Background: an optimization exercise with open tools, aiming at small area. Do not read the settings as production practice. Only simulation tests tie the RTL to the original design; equivalence was not proved. No driver is modelled on the clock port, so clock power and skew are understated where the tree is cut down; a real chip needs a root buffer or a tree.

== job 6451 ==
Design master_port, start of the top module:
module master_port #(parameter SLAVE_LEN=2, parameter ADDR_LEN=12, parameter DATA_LEN=8, parameter BURST_LEN=12)(
	input clk,
	input reset,
	input [1:0]instruction,
	input slave_select,
	input [ADDR_LEN-1:0]address,
	input [DATA_LEN-1:0]data_out,
	input [BURST_LEN-1:0]burst_num,
	output [DATA_LEN-1:0]data_in,
	output rx_done,
	output tx_done,
	output new_rx,
	input arbitor_busy,
	input bus_busy,
	input approval_grant,
	output approval_request,
	output tx_slave_select,
	output trans_done,
	input rx_data,
	output tx_address,
	output tx_data,
	output tx_burst_num,
	input slave_valid,
	input slave_ready,
	output master_valid,
	output master_ready,
	output write_en,
	output read_en);
wire master_ready_IN;
wire master_ready_OUT;
assign master_ready = master_ready_IN & master_ready_OUT;
assign trans_done = (instruction == 2'b11) ? rx_done : tx_done;
master_in_port MASTER_IN_PORT(
	.clk(clk),
	.reset(reset),
	.tx_done(tx_done),
	.instruction(instruction),
	.burst_num(burst_num),
	.data(data_in),
	.rx_done(rx_done),
	.new_rx(new_rx),
	.rx_data(rx_data),
	.slave_valid(slave_valid),
	.master_ready(master_ready_IN));
master_out_port MASTER_OUT_PORT(
	.clk(clk),
	.reset(reset),
	.slave_select(slave_select),
	.instruction(instruction),
	.address(address),
	.data(data_out),
	.burst_num(burst_num),
	.rx_done(rx_done),
	.tx_done(tx_done),
	.slave_ready(slave_ready),
	.arbitor_busy(arbitor_busy),
	.bus_busy(bus_busy),
	.approval_grant(approval_grant),
	.master_ready(master_ready_OUT),
	.approval_request(approval_request),
	.tx_slave_select(tx_slave_select),
	.master_valid(master_valid),
	.write_en(write_en),
	.read_en(read_en),
	.tx_address(tx_address),
	.tx_data(tx_data),
	.tx_burst_num(tx_burst_num));
endmodule
For scale: about 64 I/O pins.
export LEC_CHECK = 0
export CAP_MARGIN = 20
export CORE_MARGIN = 2
export CORE_UTILIZATION = 76
export SLEW_MARGIN = 20
create_clock -name core_clock -period 5.0 [get_ports {clk}]
standard.sh (not shown) runs the stock make flow with config.mk's settings and CLKGATE_MAP_FILE= SYNTH_SCRIPT=/design/flow/synth_recipe.tcl, a recipe that flattens the netlist after the stock synthesis.
==> flow/flow/run.sh <==
#!/bin/bash
# Layout flow: the standard synthesis unchanged, then its combinational
# logic re-mapped for area (flip-flops kept as synthesized: each ABC script
# in flow/abc/ is tried and the smallest netlist kept), then the standard
# layout with the smallest buffer on the ports and a one-level clock tree
# (flow/cts_hook.tcl) in place of TritonCTS.
set -uo pipefail
WORK=$(pwd)
R=$WORK/orfs/results/sky130hd/master_port/base
LIB=$FLOW_HOME/platforms/sky130hd/lib/sky130_fd_sc_hd__tt_025C_1v80.lib
YOSYS=${YOSYS_EXE:-$FLOW_HOME/../tools/install/yosys/bin/yosys}
[ -x "$YOSYS" ] || YOSYS=yosys

bash standard.sh synth > synth.log 2>&1 || exit 1

cp $R/1_2_yosys.v $WORK/std_netlist.v
mkdir -p resyn
for A in flow/abc/*.abc; do
  N=$(basename $A .abc)
  sed -e "s|LIBFILE|$LIB|g" -e "s|NETIN|$WORK/std_netlist.v|" -e "s|NETOUT|$WORK/resyn/$N.v|" \
      -e "s|ABCFILE|$WORK/$A|" -e "s|STATIN|$WORK/resyn/${N}_stat_in.txt|" \
      -e "s|STATOUT|$WORK/resyn/${N}_stat_out.txt|" flow/resyn.ys > resyn/$N.ys
  ( timeout 600 "$YOSYS" -s resyn/$N.ys > resyn/$N.log 2>&1 ) &
  while [ $(jobs -r | wc -l) -ge ${NUM_CORES:-4} ]; do sleep 1; done
done
wait
BEST=""; BESTA=""
for A in flow/abc/*.abc; do
  N=$(basename $A .abc)
  [ -s resyn/$N.v ] || continue
  AR=$(sed -n "s/.*Chip area for module '.master_port': \([0-9.]*\).*/\1/p" resyn/${N}_stat_out.txt)
  [ -n "$AR" ] || continue
  echo "$N $AR" >> resyn/areas.txt
  if [ -z "$BEST" ] || awk "BEGIN{exit !($AR < $BESTA)}"; then BEST=$N; BESTA=$AR; fi
done
echo "kept: $BEST $BESTA" >> resyn/areas.txt
if [ -n "$BEST" ]; then
  cp resyn/$BEST.v $R/1_2_yosys.v
  rm -f $R/1_synth.odb $R/1_synth.sdc
fi

export CLKTREE_N=4
export CLKTREE_BUF=sky130_fd_sc_hd__clkbuf_8
export CLKTREE_BIG_BUF=sky130_fd_sc_hd__clkbuf_16
export CLKTREE_MAX_SLEW=0.100
export PRE_CTS_TCL=$WORK/flow/cts_hook.tcl
bash standard.sh \
  "BUFFER_PORTS_ARGS=-buffer_cell sky130_fd_sc_hd__buf_1" \
  finish > finish.log 2>&1 || exit 1
==> flow/flow/abc/deep0.abc <==
strash
&get -n
&st
&deepsyn -J 100 -S 0
&dch -f
&nf -R 1000
&put
==> flow/flow/abc/deep1.abc <==
strash
&get -n
&st
&deepsyn -J 100 -S 1
&dch -f
&nf -R 1000
&put
==> flow/flow/abc/deep2.abc <==
strash
&get -n
&st
&deepsyn -J 100 -S 2
&dch -f
&nf -R 1000
&put
==> flow/flow/abc/deep3.abc <==
strash
&get -n
&st
&deepsyn -J 100 -S 3
&dch -f
&nf -R 1000
&put
==> flow/flow/abc/deep4.abc <==
strash
&get -n
&st
&deepsyn -J 100 -S 4
&dch -f
&nf -R 1000
&put
==> flow/flow/abc/deep5.abc <==
strash
&get -n
&st
&deepsyn -J 100 -S 5
&dch -f
&nf -R 1000
&put
==> flow/flow/abc/deep6.abc <==
strash
&get -n
&st
&deepsyn -J 100 -S 6
&dch -f
&nf -R 1000
&put
==> flow/flow/abc/deep7.abc <==
strash
&get -n
&st
&deepsyn -J 100 -S 7
&dch -f
&nf -R 1000
&put
==> flow/flow/cts_hook.tcl <==
# Clock tree in place of TritonCTS: the clock port drives CLKTREE_N buffers
# directly, each driving the clock pins of one cluster of flip-flops
# (k-means on their placed locations). All flip-flops sit one buffer from
# the port. A buffer whose clock pins would see a slew above
# CLKTREE_MAX_SLEW (ns, placement estimate) is replaced by CLKTREE_BIG_BUF.
rename clock_tree_synthesis __tritoncts_unused
proc clock_tree_synthesis {args} {
  set nclust $::env(CLKTREE_N)
  set bufcell $::env(CLKTREE_BUF)
  set pins {}
  set pts {}
  foreach p [get_pins -of_objects [get_nets clk] -filter "direction == input"] {
    set loc [[sta::sta_to_db_inst [$p instance]] getLocation]
    lappend pins $p
    lappend pts [list [expr [lindex $loc 0] / 1000.0] [expr [lindex $loc 1] / 1000.0]]
  }
  set n [llength $pts]
  set sorted [lsort -real -index 0 $pts]
  set cs {}
  for {set c 0} {$c < $nclust} {incr c} {
    lappend cs [lindex $sorted [expr int(($c + 0.5) * $n / $nclust)]]
  }
  for {set it 0} {$it < 100} {incr it} {
    set asg {}
    foreach q $pts {
      set best 0
      set bd 1e30
      for {set c 0} {$c < $nclust} {incr c} {
        set d [expr abs([lindex $q 0] - [lindex $cs $c 0]) + abs([lindex $q 1] - [lindex $cs $c 1])]
        if {$d < $bd} { set bd $d; set best $c }
      }
      lappend asg $best
    }
    set ncs {}
    for {set c 0} {$c < $nclust} {incr c} {
      set sx 0; set sy 0; set m 0
      foreach q $pts a $asg {
        if {$a == $c} { set sx [expr $sx + [lindex $q 0]]; set sy [expr $sy + [lindex $q 1]]; incr m }
      }
      if {$m > 0} { lappend ncs [list [expr $sx / $m] [expr $sy / $m]] } else { lappend ncs [lindex $cs $c] }
    }
    set cs $ncs
  }
  for {set c 0} {$c < $nclust} {incr c} {
    set lp {}
    foreach p $pins a $asg { if {$a == $c} { lappend lp $p } }
    if {[llength $lp] == 0} { continue }
    puts "clock tree: buffer $c drives [llength $lp] clock pins around [lindex $cs $c]"
    insert_buffer -buffer_cell $bufcell -net clk -load_pins $lp -location [lindex $cs $c] \
      -buffer_name clkbuf_leaf_$c -net_name clknet_leaf_$c
  }
  foreach net [get_nets clknet_leaf_*] { [sta::sta_to_db_net $net] setSigType CLOCK }
  [sta::sta_to_db_net [get_nets clk]] setSigType CLOCK
  set_propagated_clock [all_clocks]
  detailed_placement
  estimate_parasitics -placement
  foreach inst [get_cells clkbuf_leaf_*] {
    set worst 0
    foreach p [get_pins -of_objects [get_nets -of_objects [get_pins -of_objects $inst -filter "direction == output"]] -filter "direction == input"] {
      set sl [get_property $p slew_max]
      if {$sl > $worst} { set worst $sl }
    }
    puts "clock tree: [get_full_name $inst] worst sink slew $worst"
    if {$worst > $::env(CLKTREE_MAX_SLEW)} {
      puts "clock tree: [get_full_name $inst] becomes $::env(CLKTREE_BIG_BUF)"
      replace_cell $inst $::env(CLKTREE_BIG_BUF)
    }
  }
}
Other scripts of this flow, unchanged in this note and not shown: flow/flow/abc/dch3.abc, flow/flow/resyn.ys
Job 6451 completed end to end with timing, DRC and antenna clean.
Input-level comparison between job 2038 and job 6451:
Settings: setting PLACE_DENSITY to 0.9 for the first time; changing CORE_UTILIZATION from 76 to 85.
diff --git a/flow/flow/run.sh b/flow/flow/run.sh
--- a/flow/flow/run.sh
+++ b/flow/flow/run.sh
@@ -43,4 +43,2 @@
 export CLKTREE_BUF=sky130_fd_sc_hd__clkbuf_8
-export CLKTREE_BIG_BUF=sky130_fd_sc_hd__clkbuf_16
-export CLKTREE_MAX_SLEW=0.100
 export PRE_CTS_TCL=$WORK/flow/cts_hook.tcl
==> flow/flow/abc/deep0.abc <==
strash
&get -n
&st
&deepsyn -T 20 -S 0
&dch -f
&nf -R 1000
&put
==> flow/flow/abc/deep1.abc <==
strash
&get -n
&st
&deepsyn -T 20 -S 1
&dch -f
&nf -R 1000
&put
==> flow/flow/abc/deep2.abc <==
strash
&get -n
&st
&deepsyn -T 20 -S 2
&dch -f
&nf -R 1000
&put
==> flow/flow/abc/deep3.abc <==
strash
&get -n
&st
&deepsyn -T 20 -S 3
&dch -f
&nf -R 1000
&put
diff --git a/flow/flow/cts_hook.tcl b/flow/flow/cts_hook.tcl
--- a/flow/flow/cts_hook.tcl
+++ b/flow/flow/cts_hook.tcl
@@ -3,4 +3,3 @@
 # (k-means on their placed locations). All flip-flops sit one buffer from
-# the port. A buffer whose clock pins would see a slew above
-# CLKTREE_MAX_SLEW (ns, placement estimate) is replaced by CLKTREE_BIG_BUF.
+# the port.
 rename clock_tree_synthesis __tritoncts_unused
@@ -54,16 +53,2 @@
   set_propagated_clock [all_clocks]
-  detailed_placement
-  estimate_parasitics -placement
-  foreach inst [get_cells clkbuf_leaf_*] {
-    set worst 0
-    foreach p [get_pins -of_objects [get_nets -of_objects [get_pins -of_objects $inst -filter "direction == output"]] -filter "direction == input"] {
-      set sl [get_property $p slew_max]
-      if {$sl > $worst} { set worst $sl }
-    }
-    puts "clock tree: [get_full_name $inst] worst sink slew $worst"
-    if {$worst > $::env(CLKTREE_MAX_SLEW)} {
-      puts "clock tree: [get_full_name $inst] becomes $::env(CLKTREE_BIG_BUF)"
-      replace_cell $inst $::env(CLKTREE_BIG_BUF)
-    }
-  }
 }
removed: flow/flow/abc/deep4.abc
removed: flow/flow/abc/deep5.abc
removed: flow/flow/abc/deep6.abc
removed: flow/flow/abc/deep7.abc
==> results.txt <==
The log for job 2038 ends in 3_1_place_gp_skip_io with error GPL-0301, so the run never completed.
Initial standard-cell utilization of the core is lower on job 6451
Die width is higher on job 6451
Summary: with job 6451 as the reference, total nets after synthesis in job 2038 moved up slightly.
Of job 2038 and job 6451, job 6451 shows the lower total standard cell area after synthesis, with job 2038 above it.
Vertical die dimension, job 2038 and job 6451: lower on job 2038
Job 2038 vs job 6451: number of rows created at floorplan down
Job 2038 vs job 6451 on synthesized cell count: job 2038 is the higher one.
In the reports for job 2038 and job 6451, the smaller per-instance average area after synthesis belongs to job 2038.
Changes in job 417 relative to job 2038:
Settings: swapping 85 for 76 in CORE_UTILIZATION; clearing PLACE_DENSITY, which used to be 0.9.
Findings:
- Changes observed in job 417 relative to job 2038: post-synthesis area per instance fell 0.089 sq um, area after synthesis saw a decrease, horizontal extent of the die grew by about 5%, number of rows created at floorplan up 1.
- Summary across job 2038 and job 417: the single failing run is job 2038.
- Job 2038 is listed as incomplete: the tool reported an error in 3_1_place_gp_skip_io and the run ended there.
- NOTE die boundary height job 2038->job 417 increased by a few percent
- Job 417: initial cell density of the core is 9.2 points lower than what job 2038 reported.
Inputs modified between job 417 and job 1992:
Settings: a change of CORE_UTILIZATION from 76 to 70.
diff --git a/flow/flow/run.sh b/flow/flow/run.sh
--- a/flow/flow/run.sh
+++ b/flow/flow/run.sh
@@ -41,4 +41,4 @@
 
-export CLKTREE_N=4
-export CLKTREE_BUF=sky130_fd_sc_hd__clkbuf_8
+export CLKTREE_N=3
+export CLKTREE_BUF=sky130_fd_sc_hd__clkbuf_16
 export PRE_CTS_TCL=$WORK/flow/cts_hook.tcl
Results
Core box area: job 1992 vs job 417 up 340 sq um
Across both runs, layout multi-input combinational cell count was lower for job 1992 than for job 417.
Relative to job 417, job 1992 improves wire length of the first global-routing pass.
Reported for job 417 and job 1992, remaining global-route overflow turned out identical to the last digit.
Comparing job 1992 against job 417, there is no change at all in critical path depth.
In job 6451, job 417 and job 1992 the design's own scripts or RTL, not TritonCTS, make the clock network.

==> port drivers added, routing unchanged <==
The flow's constraints put no driver on any port. The routed layouts listed below were extracted and timed again, unchanged, in two steps.
Step 1 assumes that a clkbuf_16 drives the clock port and a buf_2 every other input.
Step 2, shift: input delay + t, output delay - t, t = (earliest + latest rising clock arrival at the registers) / 2. This alone moves slack from input paths to output paths.
a / b / c = ideal ports / drivers / drivers and shift; a / b = the first two.
| run | t, ns | setup WS [ns] | worst hold slack (ns) | worst data-port slew with drivers (ns) |
|---|---|---|---|---|
| job 6451 | 0.207 | 0.761 / 0.762 / 0.762 | 0.357 / 0.357 / 0.357 | 0.05 |
| job 417 | 0.209 | 0.968 / 0.968 / 0.968 | 0.347 / 0.347 / 0.347 | 0.05 |
| job 1992 | 0.210 | 0.503 / 0.503 / 0.503 | 0.330 / 0.330 / 0.330 | 0.04 |
After both steps setup and hold are still met in every run listed.
